This is an optimization exercise on Yosys and OpenROAD, whose aim is small area, not a production implementation. Function was checked by simulation only, so behaviour that the tests miss may differ from the original. Power and IR drop assume default switching activity.

==> flow/design.v (excerpt) <==
module top1(
	input CLOCK_50,
	input RESET_N,
	input [7:0] KEY,
	input [9:0] SW,
	output [7:0] VGA_R,
	output [7:0] VGA_G,
	output [7:0] VGA_B,
	output VGA_CLK,
	output VGA_HS,
	output VGA_VS,
	output VGA_BLANK_N,
	output VGA_SYNC_N,
	output [6:0] HEX0,
	output [6:0] HEX1,
	output [6:0] HEX2,
	output [6:0] HEX3,
	output [6:0] HEX4,
	output [6:0] HEX5
);
For scale: ~4700 cells after synthesis, ~1400 flip-flops, roughly 91 I/O pins, about 0.060 sq mm of cells after synthesis.
clock: 20.0 ns
lec_check: 0
cap_margin: 15
core_margin: 2
core_utilization: 65
slew_margin: 5
standard.sh (not shown) runs the stock make flow with config.mk's settings and CLKGATE_MAP_FILE= SYNTH_SCRIPT=/design/flow/synth_recipe.tcl, a recipe that flattens the netlist after the stock synthesis.
==> flow/flow/run.sh <==
#!/bin/bash
# Own flow: the standard layout (standard.sh) with these changes:
#  - synthesis maps the logic with an area-oriented ABC script (flow/abc_speed.script)
#    and leaves adders to ABC (no separate full/half adder mapping);
#    every yosys step before ABC, flip-flop mapping included, is the standard one,
#    so the registers are the same as the standard synthesis's;
#  - clock tree synthesis without dummy loads and with larger sink clusters;
#  - the port buffers are the smallest buffer (buf_1).
set -euo pipefail
W=$PWD
cp -r "$FLOW_HOME/scripts" "$W/scr"
cp "$W/flow/abc_speed.script" "$W/scr/abc_speed.script"
make -C "$FLOW_HOME" DESIGN_CONFIG="$W/config.mk" WORK_HOME="$W/orfs" CLKGATE_MAP_FILE= \
  SYNTH_SCRIPT="$W/synth_recipe.tcl" SCRIPTS_DIR="$W/scr" ADDER_MAP_FILE= synth > "$W/synth.log" 2>&1
CTS="-sink_clustering_enable -repair_clock_nets -dont_use_dummy_load"
CTS="$CTS -buf_list {sky130_fd_sc_hd__clkbuf_8}"
CTS="$CTS -sink_clustering_size 14 -sink_clustering_max_diameter 80"
bash "$W/standard.sh" "CTS_ARGS=$CTS" "BUFFER_PORTS_ARGS=-buffer_cell sky130_fd_sc_hd__buf_1" finish > "$W/layout.log" 2>&1
==> flow/flow/abc_speed.script <==
strash
&get -n
&fraig -x
&put
dc2
strash
&get -n
&deepsyn -T 300
&put
strash
&get -n
&dch -f
&nf -R 1000
&put
strash
&get -n
&dch -f
&nf -R 1000
&put
topo
Change:
==> flow/flow/abc_speed.script (replaced) <==
strash
&get -n
&fraig -x
&put
dc2
strash
&get -n
&deepsyn -T 900
&put
strash
&get -n
&dch -f
&nf -R 1000 -C 32 -F 16
&put
strash
&get -n
&dch -f
&nf -R 1000 -C 32 -F 16
&put
strash
&get -n
&dch -f
&nf -R 1000 -C 32 -F 16
&put
topo
- CORE_UTILIZATION: 65 -> 55
Power is about the same.
Count of clock-buffer cells in the layout is unchanged.
Sequential share of layout area rose by 0.16 points.
Change:
==> flow/flow/abc_speed.script (replaced) <==
strash
&get -n
&fraig -x
&put
dc2
strash
&get -n
&deepsyn -T 300
&put
strash
&get -n
&dch -f
&nf -R 1000
&put
strash
&get -n
&dch -f
&nf -R 1000
&put
topo
- maximum frequency goes down by a little under a tenth
- sequential share of layout area falls by 0.52 points
- clock power stays flat
- routed wire length went up slightly
Change:
--- a/flow/flow/abc_speed.script
+++ b/flow/flow/abc_speed.script
@@ -7,3 +7,3 @@
 &get -n
-&deepsyn -T 300
+&deepsyn -T 900
 &put
Result: The new run finished clean. Global-route usage fell by 0.67 points. Total power is lower by 0.75%. Clock power stays flat. Synthesized cell count fell by about 1.8%. Core utilization drops by 0.35 points. Routed wire length fell by 2.3%. Worst setup slack improves by 740 ps. Area after synthesis is lower by 0.44%. Via count goes down by about 1.8%. Sequential power stays flat. Cell count shrinks by about 1.5%.


top1, a different RTL version from the one above (not shown whole).
For scale: roughly 5000 cells after synthesis.
## top1
module top1(
	input CLOCK_50,
	input RESET_N,
	input [7:0] KEY,
	input [9:0] SW,
	output [7:0] VGA_R,
	output [7:0] VGA_G,
	output [7:0] VGA_B,
	output VGA_CLK,
	output VGA_HS,
	output VGA_VS,
	output VGA_BLANK_N,
	output VGA_SYNC_N,
	output [6:0] HEX0,
	output [6:0] HEX1,
	output [6:0] HEX2,
	output [6:0] HEX3,
	output [6:0] HEX4,
	output [6:0] HEX5
);
export LEC_CHECK = 0
export CAP_MARGIN = 30
export CORE_MARGIN = 2
export CORE_UTILIZATION = 40
export SLEW_MARGIN = 20
create_clock -name core_clock -period 20.0 [get_ports {CLOCK_50}]
==> flow/flow/run.sh <==
#!/bin/bash
# Own flow: the standard layout (standard.sh) with two changes:
#  - synthesis maps the logic with an area-oriented ABC script (flow/abc_speed.script)
#    and leaves adders to ABC (no separate full/half adder mapping);
#    every yosys step before ABC, flip-flop mapping included, is the standard one,
#    so the registers are the same as the standard synthesis's;
#  - clock tree synthesis without dummy loads and with larger sink clusters.
set -euo pipefail
W=$PWD
cp -r "$FLOW_HOME/scripts" "$W/scr"
cp "$W/flow/abc_speed.script" "$W/scr/abc_speed.script"
make -C "$FLOW_HOME" DESIGN_CONFIG="$W/config.mk" WORK_HOME="$W/orfs" CLKGATE_MAP_FILE= \
  SYNTH_SCRIPT="$W/synth_recipe.tcl" SCRIPTS_DIR="$W/scr" ADDER_MAP_FILE= synth > "$W/synth.log" 2>&1
CTS="-sink_clustering_enable -repair_clock_nets -dont_use_dummy_load"
CTS="$CTS -buf_list {sky130_fd_sc_hd__clkbuf_8}"
CTS="$CTS -sink_clustering_size 15 -sink_clustering_max_diameter 50"
bash "$W/standard.sh" "CTS_ARGS=$CTS" finish > "$W/layout.log" 2>&1
==> flow/flow/abc_speed.script <==
strash
&get -n
&fraig -x
&put
dc2
strash
&get -n
&dch -f
&nf -R 1000
&put
strash
&get -n
&dch -f
&nf -R 1000
&put
topo
==> next run, changes <==
==> flow/run.sh (new file) <==
#!/bin/bash
# synth_recipe.tcl (not shown) runs the flow's synth.tcl, then flattens the netlist and writes it again
# the make line also repeats each setting of config.mk as NAME=value (left out here)
make -C /OpenROAD-flow-scripts/flow DESIGN_CONFIG=/design/flow/config.mk WORK_HOME=/design/flow/orfs CLKGATE_MAP_FILE= SYNTH_SCRIPT=/design/flow/synth_recipe.tcl finish
--- a/flow/config.mk
+++ b/flow/config.mk
@@ -7,5 +7,6 @@
 export LEC_CHECK = 0
-export CAP_MARGIN = 30
+export CAP_MARGIN = 20
 export CORE_MARGIN = 2
-export CORE_UTILIZATION = 40
+export CORE_UTILIZATION = 45
+export CTS_BUF_LIST = sky130_fd_sc_hd__clkbuf_4 sky130_fd_sc_hd__clkbuf_8
 export SLEW_MARGIN = 20
removed: flow/flow/run.sh
removed: flow/flow/abc_speed.script
removed: flow/standard.sh
The changed run completed with no timing, DRC or antenna violations; worst setup slack gets worse by 1.2 ns; fmax went down by 9.9%; cell count grows by 19%.

==> port drivers added, routing unchanged <==
Ports are ideal in the flow. The routed layouts listed here were re-timed in OpenROAD. Step 1 (the two cells are an assumption about what drives the block):
set clk [get_ports {CLOCK_50}]
set_driving_cell -lib_cell sky130_fd_sc_hd__clkbuf_16 $clk
set_driving_cell -lib_cell sky130_fd_sc_hd__buf_2 [delete_from_list [all_inputs] $clk]
Step 2, shift: input delay + t, output delay - t, t = (earliest + latest rising clock arrival at the registers) / 2. This alone moves slack from input paths to output paths. Slacks: ideal ports / drivers / drivers and shift; pairs: ideal ports / drivers.
run | t (ns) | slack for setup (ns) | cell pins on the clock port's net
the first run of note 1 | 0.879 | 9.521 / 9.559 / 8.680 | 1
the second run of note 1 | 0.890 | 10.674 / 10.674 / 10.674 | 1
the third run of note 1 | 0.869 | 9.944 / 9.983 / 9.114 | 1
the fourth run of note 1 | 0.875 | 10.683 / 10.683 / 10.378 | 1
the first run of note 2 | 0.974 | 8.875 / 8.800 / 9.774 | 1
the second run of note 2 | 1.099 | 7.652 / 7.570 / 8.669 | 1
After both steps setup and hold are still met in every run listed. For the first run of note 1, which loses most, drivers alone change the setup slack by +0.038 ns; drivers and shift together by -0.841 ns.
